This is an optimization exercise on Yosys and OpenROAD, whose aim is small area, a short achievable clock period and few clock cycles per item, not a production implementation.
Only simulation tests tie the RTL to the original design; equivalence was not proved.
The flow treats the clock pin as an ideal source. Dropping or thinning the clock tree relies on that and would not hold on a real chip.
Power is estimated from default activity; no workload was simulated.

Setup of run A:
==> flow/design.v (excerpt) <==
module mac_neuron(
	input clk,
	input rst,
	input in_valid,
	output in_ready,
	input [15:0] in_x,
	input [15:0] in_w,
	input in_last,
	output reg out_valid,
	output [15:0] out_data
);
assign in_ready = 1'b1;
reg [15:0] xn;
reg v0, l0;
reg [7:0] b_onen, b_twon, b_neg;
reg [23:0] ha_r, hb_r;
reg cl_r, zl_r, v1, l1;
reg zl0, sg1;
reg [15:0] m_r;
reg v2, l2;
reg [15:0] acc;
reg first;
wire bs1;
wire pp2;
wire bs3;
wire pp4;
wire bs5;
wire pp6;
wire bs7;
wire pp8;
wire bs9;
wire pp10;
wire bs11;
wire pp12;
wire bs13;
wire pp14;
wire bs15;
wire pp16;
wire bs17;
wire pp18;
wire bs19;
wire pp20;
wire bs21;
wire pp22;
wire bs23;
wire pp24;
wire bs25;
wire pp26;
wire bs27;
wire pp28;
wire bs29;
wire pp30;
wire bs31;
wire pp32;
wire bs33;
wire pp34;
wire bs35;
wire pp36;
wire bs37;
wire pp38;
wire bs39;
wire pp40;
wire bs41;
wire pp42;
wire bs43;
wire pp44;
wire bs45;
wire pp46;
wire bs47;
wire pp48;
wire bs49;
wire pp50;
wire bs51;
wire pp52;
wire bs53;
wire pp54;
wire bs55;
wire pp56;
wire bs57;
wire pp58;
wire bs59;
wire pp60;
wire bs61;
wire pp62;
wire bs63;
wire pp64;
wire bs65;
wire pp66;
wire bs67;
wire pp68;
wire bs69;
wire pp70;
wire bs71;
wire pp72;
wire bs73;
wire pp74;
wire bs75;
wire pp76;
wire bs77;
wire pp78;
wire bs79;
wire pp80;
wire bs81;
wire pp82;
wire bs83;
wire pp84;
wire bs85;
wire pp86;
wire bs87;
wire pp88;
wire bs89;
wire pp90;
wire bs91;
wire pp92;
wire bs93;
wire pp94;
wire bs95;
wire pp96;
  ...
For scale: roughly 130 flip-flops, roughly 54 I/O pins, ~9500 um^2 of cells after synthesis.
export LEC_CHECK = 0
export CAP_MARGIN = 20
export CORE_MARGIN = 2
export CORE_UTILIZATION = 60
export CTS_BUF_LIST = sky130_fd_sc_hd__clkbuf_4 sky130_fd_sc_hd__clkbuf_8
export CTS_CLUSTER_SIZE = 40
export PLACE_DENSITY = 0.8
export SLEW_MARGIN = 20
export SYNTH_HIERARCHICAL = 1
create_clock -name core_clock -period 11.0 [get_ports {clk}]
standard.sh (not shown) runs the stock make flow with config.mk's settings and CLKGATE_MAP_FILE= SYNTH_SCRIPT=/design/flow/synth_recipe.tcl, a recipe that flattens the netlist after the stock synthesis.
==> flow/flow/run.sh <==
#!/bin/bash
set -euo pipefail
source flow/env.sh
bash standard.sh > std_flow.log 2>&1
==> flow/flow/env.sh <==
export SETUP_SLACK_MARGIN=7.9
export BUFFER_PORTS_ARGS="-buffer_cell sky130_fd_sc_hd__buf_1"
export PRE_CTS_TCL=$PWD/flow/manual_cts.tcl
export MCTS_NBUF=4
export MCTS_NROOT=0
Other scripts of this flow, unchanged in this note and not shown: flow/flow/manual_cts.tcl
Testbench counts of run A, summed over its fixed seeds: cycles 8,224, items 8,192.
Inputs modified between run A and run B:
--- a/flow/flow/env.sh
+++ b/flow/flow/env.sh
@@ -4,2 +4,2 @@
-export MCTS_NBUF=4
-export MCTS_NROOT=0
+export MCTS_NBUF=8
+export MCTS_NROOT=2
--- a/flow/config.mk
+++ b/flow/config.mk
@@ -10 +10 @@
-export CORE_UTILIZATION = 60
+export CORE_UTILIZATION = 40
@@ -13 +13 @@
-export PLACE_DENSITY = 0.8
+export PLACE_DENSITY = 0.6
[summary]
The flow did not stop early for run A: all stages ran, and the layout cleared the timing, design-rule and antenna checks.
Run B finished every step from synthesis to the final layout, and the layout passed the timing, design-rule and antenna checks.
Lower layout filler cell count among run B and run A: run A
The worst setup timing slack at the placement stage in run B sits 140 ps above the value recorded for run A.
Diff run A -> run B: die area shows an increase of about 50%; final standard cell utilization of the core shows a reduction of 21 points; detailed-route wire length shows an increase of 1800 um; cell row count shows an increase of 10; overall global routing resource usage shows a reduction of 6.4 points.
[compare] base=run A new=run B: combinational fraction of design power went down 2.9 points; total number of vias went down 0.36%; total count of max-transition violations in the final report held; worst setup slack went down 32 ps.
--- input diff run B..run C ---
==> flow/flow/env.sh <==
export SETUP_SLACK_MARGIN=8.0
export BUFFER_PORTS_ARGS="-buffer_cell sky130_fd_sc_hd__buf_1"
export PRE_CTS_TCL=$PWD/flow/manual_cts.tcl
export MCTS_NBUF=4
export MCTS_NROOT=0
--- a/flow/config.mk
+++ b/flow/config.mk
@@ -10 +10 @@
-export CORE_UTILIZATION = 40
+export CORE_UTILIZATION = 60
@@ -13 +13 @@
-export PLACE_DENSITY = 0.6
+export PLACE_DENSITY = 0.8
[summary]
Re floorplan row count: run C and run B aren't equal, and the lower value belongs to run C. Looking at overall die width, run C sits about 18% lower than run B does. Delta (run C minus run B): area of all placed cells without fillers went up about 4%; initial cell density of the core rose by 20 points. Slack of the critical path, run C and run B, higher one = run B. Global-route usage sits higher in run C than in run B. Total power delta for run C relative to run B: 3.3% lower. Looking at wire length, run C sits above run B.
Relative to run C, the following input files were edited for run D:
==> flow/flow/env.sh <==
export SETUP_SLACK_MARGIN=7.9
export BUFFER_PORTS_ARGS="-buffer_cell sky130_fd_sc_hd__buf_1"
export PRE_CTS_TCL=$PWD/flow/manual_cts.tcl
export MCTS_NBUF=6
export MCTS_NROOT=2
--- a/flow/config.mk
+++ b/flow/config.mk
@@ -10 +10 @@
-export CORE_UTILIZATION = 60
+export CORE_UTILIZATION = 40
@@ -13 +13 @@
-export PLACE_DENSITY = 0.8
+export PLACE_DENSITY = 0.6
Findings:
Run C reached the final stage; the timing, design-rule and antenna checks on its layout passed. The flow did not stop early for run D: all stages ran, and the layout cleared the timing, design-rule and antenna checks. On clock insertion delay at the later pin of the skew report: between run C and run D, it ends up higher for run D. Power density over cell area, run C and run D: lower on run C. [compare] base=run C new=run D: via count lost 697; first-pass GRT wire length picked up an extra about 6%; post-cts sizing count lost about 40%. Number of setup violations in the final report came out exactly the same in run C and run D. Run D vs run C, critical path launch point: acc[1] vs xn[4]. The global-route usage of run D is lower than that of run C. The layout cell share with drive strength beyond 1 of run D falls short of that of run C by 6.2 points. Routed length on met3 in run D is 630 um lower than in run C. Summary: with run C as the reference, combined area of the multi-input logic cells in run D moved down by a few percent. The type of the worst setup path comes out flip-flop to primary output in one run and flip-flop to flip-flop in the other, namely in run D and run C respectively.
No run of this note takes its clock network from TritonCTS; it comes from the design's own scripts or RTL.

========
== run 1 ==
Another version of the RTL of mac_neuron (not shown whole).
For scale: about 870 cells after synthesis, about 54 I/O pins, roughly 9400 sq um of cells after synthesis.
==> flow/design.v (excerpt) <==
module mac_neuron(
	input clk,
	input rst,
	input in_valid,
	output in_ready,
	input [15:0] in_x,
	input [15:0] in_w,
	input in_last,
	output reg out_valid,
	output [15:0] out_data
);
assign in_ready = 1'b1;
reg [15:0] xn;
reg v0, l0;
reg [7:0] b_onen, b_twon, b_neg;
reg [23:0] ha_r, hb_r;
reg cl_r, zl_r, v1, l1;
reg zl0, sg1;
reg [15:0] m_r;
reg v2, l2;
reg [15:0] acc;
reg first;
wire bs1;
wire pp2;
wire bs3;
wire pp4;
wire bs5;
wire pp6;
wire bs7;
wire pp8;
wire bs9;
wire pp10;
wire bs11;
wire pp12;
wire bs13;
wire pp14;
wire bs15;
wire pp16;
wire bs17;
wire pp18;
wire bs19;
wire pp20;
wire bs21;
wire pp22;
wire bs23;
wire pp24;
wire bs25;
wire pp26;
wire bs27;
wire pp28;
wire bs29;
wire pp30;
wire bs31;
wire pp32;
wire bs33;
wire pp34;
wire bs35;
wire pp36;
wire bs37;
wire pp38;
wire bs39;
wire pp40;
wire bs41;
wire pp42;
wire bs43;
wire pp44;
wire bs45;
wire pp46;
wire bs47;
wire pp48;
wire bs49;
wire pp50;
wire bs51;
wire pp52;
wire bs53;
wire pp54;
wire bs55;
wire pp56;
wire bs57;
wire pp58;
wire bs59;
wire pp60;
wire bs61;
wire pp62;
wire bs63;
wire pp64;
wire bs65;
wire pp66;
wire bs67;
wire pp68;
wire bs69;
wire pp70;
wire bs71;
wire pp72;
wire bs73;
wire pp74;
wire bs75;
wire pp76;
wire bs77;
wire pp78;
wire bs79;
wire pp80;
wire bs81;
wire pp82;
wire bs83;
wire pp84;
wire bs85;
wire pp86;
wire bs87;
wire pp88;
wire bs89;
wire pp90;
wire bs91;
wire pp92;
wire bs93;
  ...
export LEC_CHECK = 0
export CAP_MARGIN = 20
export CORE_MARGIN = 2
export CORE_UTILIZATION = 40
export CTS_BUF_LIST = sky130_fd_sc_hd__clkbuf_4 sky130_fd_sc_hd__clkbuf_8
export CTS_CLUSTER_SIZE = 40
export PLACE_DENSITY = 0.6
export SLEW_MARGIN = 20
export SYNTH_HIERARCHICAL = 1
create_clock -name core_clock -period 11.0 [get_ports {clk}]
==> flow/flow/env.sh <==
export SETUP_SLACK_MARGIN=7.9
export BUFFER_PORTS_ARGS="-buffer_cell sky130_fd_sc_hd__buf_1"
export PRE_CTS_TCL=$PWD/flow/manual_cts.tcl
export MCTS_NBUF=8
export MCTS_NROOT=2
export MCTS_OUTBUF=sky130_fd_sc_hd__buf_4
export MCTS_OUTFF=sky130_fd_sc_hd__dfxtp_2
==> flow/flow/manual_cts.tcl <==
# Clock tree of one or two levels: the clock port drives MCTS_NROOT buffers (or, with
# MCTS_NROOT 0, the leaf buffers directly); the leaf buffers each drive the flip-flops of
# one cluster (balanced k-means on their placement). Sourced as PRE_CTS_TCL: it replaces
# clock_tree_synthesis for this design.
rename clock_tree_synthesis orig_clock_tree_synthesis

# balanced k-means: returns {assign mx my used}
proc mcts_kmeans {xs ys k} {
  set n [llength $xs]
  set cx 0; set cy 0
  foreach x $xs y $ys { set cx [expr {$cx + $x}]; set cy [expr {$cy + $y}] }
  set cx [expr {$cx / $n}]; set cy [expr {$cy / $n}]
  set order {}
  for {set i 0} {$i < $n} {incr i} {
    lappend order [list $i [expr {atan2([lindex $ys $i] - $cy, [lindex $xs $i] - $cx)}]]
  }
  set order [lsort -real -index 1 $order]
  set assign [lrepeat $n 0]
  for {set j 0} {$j < $n} {incr j} { lset assign [lindex $order $j 0] [expr {$j * $k / $n}] }
  set cap [expr {int(ceil(double($n) / $k)) + 1}]
  set used [lrepeat $k 0]
  for {set iter 0} {$iter < 30} {incr iter} {
    set mx [lrepeat $k 0.0]; set my [lrepeat $k 0.0]; set cnt [lrepeat $k 0]
    for {set i 0} {$i < $n} {incr i} {
      set c [lindex $assign $i]
      lset mx $c [expr {[lindex $mx $c] + [lindex $xs $i]}]
      lset my $c [expr {[lindex $my $c] + [lindex $ys $i]}]
      lset cnt $c [expr {[lindex $cnt $c] + 1}]
    }
    for {set c 0} {$c < $k} {incr c} {
      if {[lindex $cnt $c] > 0} {
        lset mx $c [expr {[lindex $mx $c] / [lindex $cnt $c]}]
        lset my $c [expr {[lindex $my $c] / [lindex $cnt $c]}]
      }
    }
    set pairs {}
    for {set i 0} {$i < $n} {incr i} {
      for {set c 0} {$c < $k} {incr c} {
        set d [expr {abs([lindex $xs $i] - [lindex $mx $c]) + abs([lindex $ys $i] - [lindex $my $c])}]
        lappend pairs [list $d $i $c]
      }
    }
    set pairs [lsort -real -index 0 $pairs]
    set done [lrepeat $n 0]; set used [lrepeat $k 0]
    set new [lrepeat $n 0]
    foreach p $pairs {
      lassign $p d i c
      if {[lindex $done $i]} continue
      if {[lindex $used $c] >= $cap} continue
      lset new $i $c; lset done $i 1; lset used $c [expr {[lindex $used $c] + 1}]
    }
    set assign $new
  }
  return [list $assign $mx $my $used]
}

proc clock_tree_synthesis {args} {
  set nleaf [expr {[info exists ::env(MCTS_NBUF)] ? $::env(MCTS_NBUF) : 8}]
  set nroot [expr {[info exists ::env(MCTS_NROOT)] ? $::env(MCTS_NROOT) : 2}]
  set leafm [expr {[info exists ::env(MCTS_CELL)] ? $::env(MCTS_CELL) : "sky130_fd_sc_hd__clkbuf_16"}]
  set rootm [expr {[info exists ::env(MCTS_ROOT_CELL)] ? $::env(MCTS_ROOT_CELL) : "sky130_fd_sc_hd__clkbuf_16"}]
  set block [ord::get_db_block]
  set db [ord::get_db]
  set clknet [$block findNet clk]
  set sinks [$clknet getITerms]
  set n [llength $sinks]
  puts "manual cts: $n sinks, $nleaf leaf buffers ($leafm), $nroot root buffers ($rootm)"
  set xs {}; set ys {}
  foreach it $sinks {
    set bb [[$it getInst] getBBox]
    lappend xs [expr {([$bb xMin] + [$bb xMax]) / 2.0}]
    lappend ys [expr {([$bb yMin] + [$bb yMax]) / 2.0}]
  }
  lassign [mcts_kmeans $xs $ys $nleaf] assign mx my used
  puts "manual cts: leaf cluster sizes $used"
  set lnets {}
  for {set c 0} {$c < $nleaf} {incr c} {
    set inst [odb::dbInst_create $block [$db findMaster $leafm] "mcts_leaf_$c"]
    set net [odb::dbNet_create $block "mcts_clk_leaf_$c"]
    $net setSigType CLOCK
    [$inst findITerm X] connect $net
    $inst setLocation [expr {int([lindex $mx $c])}] [expr {int([lindex $my $c])}]
    $inst setPlacementStatus PLACED
    lappend leaves $inst
    set bnet($c) $net
  }
  for {set i 0} {$i < $n} {incr i} {
    set it [lindex $sinks $i]
    $it disconnect
    $it connect $bnet([lindex $assign $i])
  }
  mcts_size_outputs
  if {$nroot == 0} {
    foreach inst $leaves { [$inst findITerm A] connect $clknet }
    return
  }
  lassign [mcts_kmeans $mx $my $nroot] rassign rx ry rused
  puts "manual cts: root cluster sizes $rused"
  for {set r 0} {$r < $nroot} {incr r} {
    set inst [odb::dbInst_create $block [$db findMaster $rootm] "mcts_root_$r"]
    set net [odb::dbNet_create $block "mcts_clk_root_$r"]
    $net setSigType CLOCK
    [$inst findITerm A] connect $clknet
    [$inst findITerm X] connect $net
    $inst setLocation [expr {int([lindex $rx $r])}] [expr {int([lindex $ry $r])}]
    $inst setPlacementStatus PLACED
    set rnet($r) $net
  }
  for {set c 0} {$c < $nleaf} {incr c} {
    [[lindex $leaves $c] findITerm A] connect $rnet([lindex $rassign $c])
  }
}

# Output ports: their buffers (inserted by buffer_ports) are sized up, as are the
# flip-flops that drive them, when MCTS_OUTBUF names a cell.
proc mcts_size_outputs {} {
  if {![info exists ::env(MCTS_OUTBUF)]} { return }
  set block [ord::get_db_block]
  set db [ord::get_db]
  set bm [$db findMaster $::env(MCTS_OUTBUF)]
  foreach bt [$block getBTerms] {
    if {[$bt getIoType] ne "OUTPUT"} continue
    set net [$bt getNet]
    foreach it [$net getITerms] {
      if {![$it isOutputSignal]} continue
      set inst [$it getInst]
      set m [[$inst getMaster] getName]
      if {[string match "sky130_fd_sc_hd__buf_*" $m] || [string match "sky130_fd_sc_hd__clkdlybuf*" $m]} {
        $inst swapMaster $bm
        if {[info exists ::env(MCTS_OUTFF)]} {
          set a [$inst findITerm A]
          foreach it2 [[$a getNet] getITerms] {
            if {![$it2 isOutputSignal]} continue
            set ff [$it2 getInst]
            if {[string match "sky130_fd_sc_hd__dfxtp_*" [[$ff getMaster] getName]]} {
              $ff swapMaster [$db findMaster $::env(MCTS_OUTFF)]
            }
          }
        }
      }
    }
  }
}
Scripts as last shown in full above: flow/flow/run.sh
Testbench counts of run 1, summed over its fixed seeds: cycles 8,224, items 8,192.
Changes in run 2 relative to run 1:
-- flow/flow/env.sh --
<<< run 1, line 1
export SETUP_SLACK_MARGIN=7.9
export BUFFER_PORTS_ARGS="-buffer_cell sky130_fd_sc_hd__buf_1"
>>> run 2, line 1
export SETUP_SLACK_MARGIN=8.0
export BUFFER_PORTS_ARGS="-buffer_cell sky130_fd_sc_hd__buf_1"
## What came out
Looking only at total length of routed met2 wires, and setting everything else aside, the lower value of run 2 and run 1 goes to run 1. When run 2 is set beside run 1, its switching power total turns out to be 2.0% larger. Per the comparison of run 2 with run 1, sequential share of layout area shrank by 1.2 points, worst path setup slack after routing grew by 0.0085 ns, multi-input combinational area share shrank by 1.8 points, maximum frequency held steady, largest net degree at the start of global routing shrank by 23%. Run 1 vs run 2, highest-delay cell along the critical path: dfxtp_2 vs dfxtp_4. Per the final summary, run 2 finished and its layout is clean on timing, DRC and antenna. Combinational power: run 2 higher than run 1. Routed metal-1 wirelength: lower on run 2. On run 2: utilization is 2.9 points higher than what run 1 gave.
Input-level comparison between run 3 and run 2:
==> flow/flow/env.sh <==
export SETUP_SLACK_MARGIN=7.9
export BUFFER_PORTS_ARGS="-buffer_cell sky130_fd_sc_hd__buf_1"
export PRE_CTS_TCL=$PWD/flow/manual_cts.tcl
export MCTS_NBUF=8
export MCTS_NROOT=2
-- flow/flow/manual_cts.tcl --
<<< run 2, line 91
  }
  mcts_size_outputs
  if {$nroot == 0} {
>>> run 3, line 91
  }
  if {$nroot == 0} {
<<< run 2, line 112
}

# Output ports: their buffers (inserted by buffer_ports) are sized up, as are the
# flip-flops that drive them, when MCTS_OUTBUF names a cell.
proc mcts_size_outputs {} {
  if {![info exists ::env(MCTS_OUTBUF)]} { return }
  set block [ord::get_db_block]
  set db [ord::get_db]
  set bm [$db findMaster $::env(MCTS_OUTBUF)]
  foreach bt [$block getBTerms] {
    if {[$bt getIoType] ne "OUTPUT"} continue
    set net [$bt getNet]
    foreach it [$net getITerms] {
      if {![$it isOutputSignal]} continue
      set inst [$it getInst]
      set m [[$inst getMaster] getName]
      if {[string match "sky130_fd_sc_hd__buf_*" $m] || [string match "sky130_fd_sc_hd__clkdlybuf*" $m]} {
        $inst swapMaster $bm
        if {[info exists ::env(MCTS_OUTFF)]} {
          set a [$inst findITerm A]
          foreach it2 [[$a getNet] getITerms] {
            if {![$it2 isOutputSignal]} continue
            set ff [$it2 getInst]
            if {[string match "sky130_fd_sc_hd__dfxtp_*" [[$ff getMaster] getName]]} {
              $ff swapMaster [$db findMaster $::env(MCTS_OUTFF)]
            }
          }
        }
      }
    }
  }
}
>>> run 3, line 111
}
[summary]
- Run 3 has sequential share of layout area above what run 2 had.
- Relative to run 2, the cell-internal power measured on run 3 has decreased by a few percent.
- Per the comparison of run 3 with run 2, sum of internal, switching and leakage power lost about 2.6%; synthesis-to-layout area growth lost 7.8 points; utilization lost 3.2 points; area share of xor/xnor cells in the synthesized design neither gained nor lost much.
- Run 3: full flow OK, the timing, design-rule and antenna checks passed
- When run 3 is set beside run 2, its highest clock rate turns out to be about 2.8% smaller.
- When the final numbers for run 2 and run 3 were put side by side, the post-layout net count turned out to be greater in run 2.
- Compared with run 2, run 3 has less setup slack.
- Global routing usage summed across all routing layers (lower): run 3
- Compare run 2 and run 3 | post-cts resize count higher: run 2
The following lists how run 4 was set up differently from run 3:
==> flow/flow/env.sh <==
export SETUP_SLACK_MARGIN=7.8
export BUFFER_PORTS_ARGS="-buffer_cell sky130_fd_sc_hd__buf_1"
export PRE_CTS_TCL=$PWD/flow/manual_cts.tcl
export MCTS_NBUF=8
export MCTS_NROOT=2
Notes after the runs:
Run 4 did not stop at any stage, and its layout met the timing, design-rule and antenna checks. Area after synthesis came out exactly the same in run 4 and run 3. Run 3 → run 4: iteration-0 DRC count of the detailed router saw a decrease, wire length on met3 saw an increase, maximum resistive drop on vdd saw an increase. Run 3 → run 4: number of post-CTS setup repair buffers lower; growth of design area from synthesis to finish saw a decrease. For run 4, the kind of critical path was flop to flop, unlike run 3, where it was flop to output port.
No run of this note takes its clock network from TritonCTS; it comes from the design's own scripts or RTL.

-- port drivers added, routing unchanged --
How much do the figures lean on ideal ports? The routed layouts below were timed once more, with nothing changed but the port constraints. Step 1 sets driving cells, clkbuf_16 on the clock port and buf_2 on the other inputs (assumed; they add their load-dependent delay and slew). Step 2 moves the port delays by t, midway between the first and last clock arrival at a register: inputs arrive t later, outputs are due t later. That takes back most of the time a late clock gives input paths. Three values: ideal, step 1, step 2; two values: the first two.
run	t, ns	slack for setup (ns)	slew at the worst register clock pin (ns)	worst slew at a driven data input, ns
run A	0.264	7.972 / 7.943 / 7.750	0.12 / 0.12	0.06
run B	0.365	7.940 / 7.877 / 7.736	0.08 / 0.08	0.05
run C	0.268	7.923 / 7.922 / 7.748	0.12 / 0.12	0.06
run D	0.358	7.948 / 7.891 / 7.740	0.09 / 0.09	0.05
run 1	0.366	7.979 / 7.916 / 7.755	0.08 / 0.08	0.04
run 2	0.366	7.988 / 7.925 / 7.729	0.08 / 0.08	0.05
run 3	0.366	7.901 / 7.839 / 7.755	0.08 / 0.08	0.04
run 4	0.362	7.820 / 7.807 / 7.768	0.08 / 0.08	0.04
After both steps every run listed still meets setup and hold. The setup slack of run 2, which loses most, moves by -0.063 ns with the drivers and by -0.259 ns with both steps.
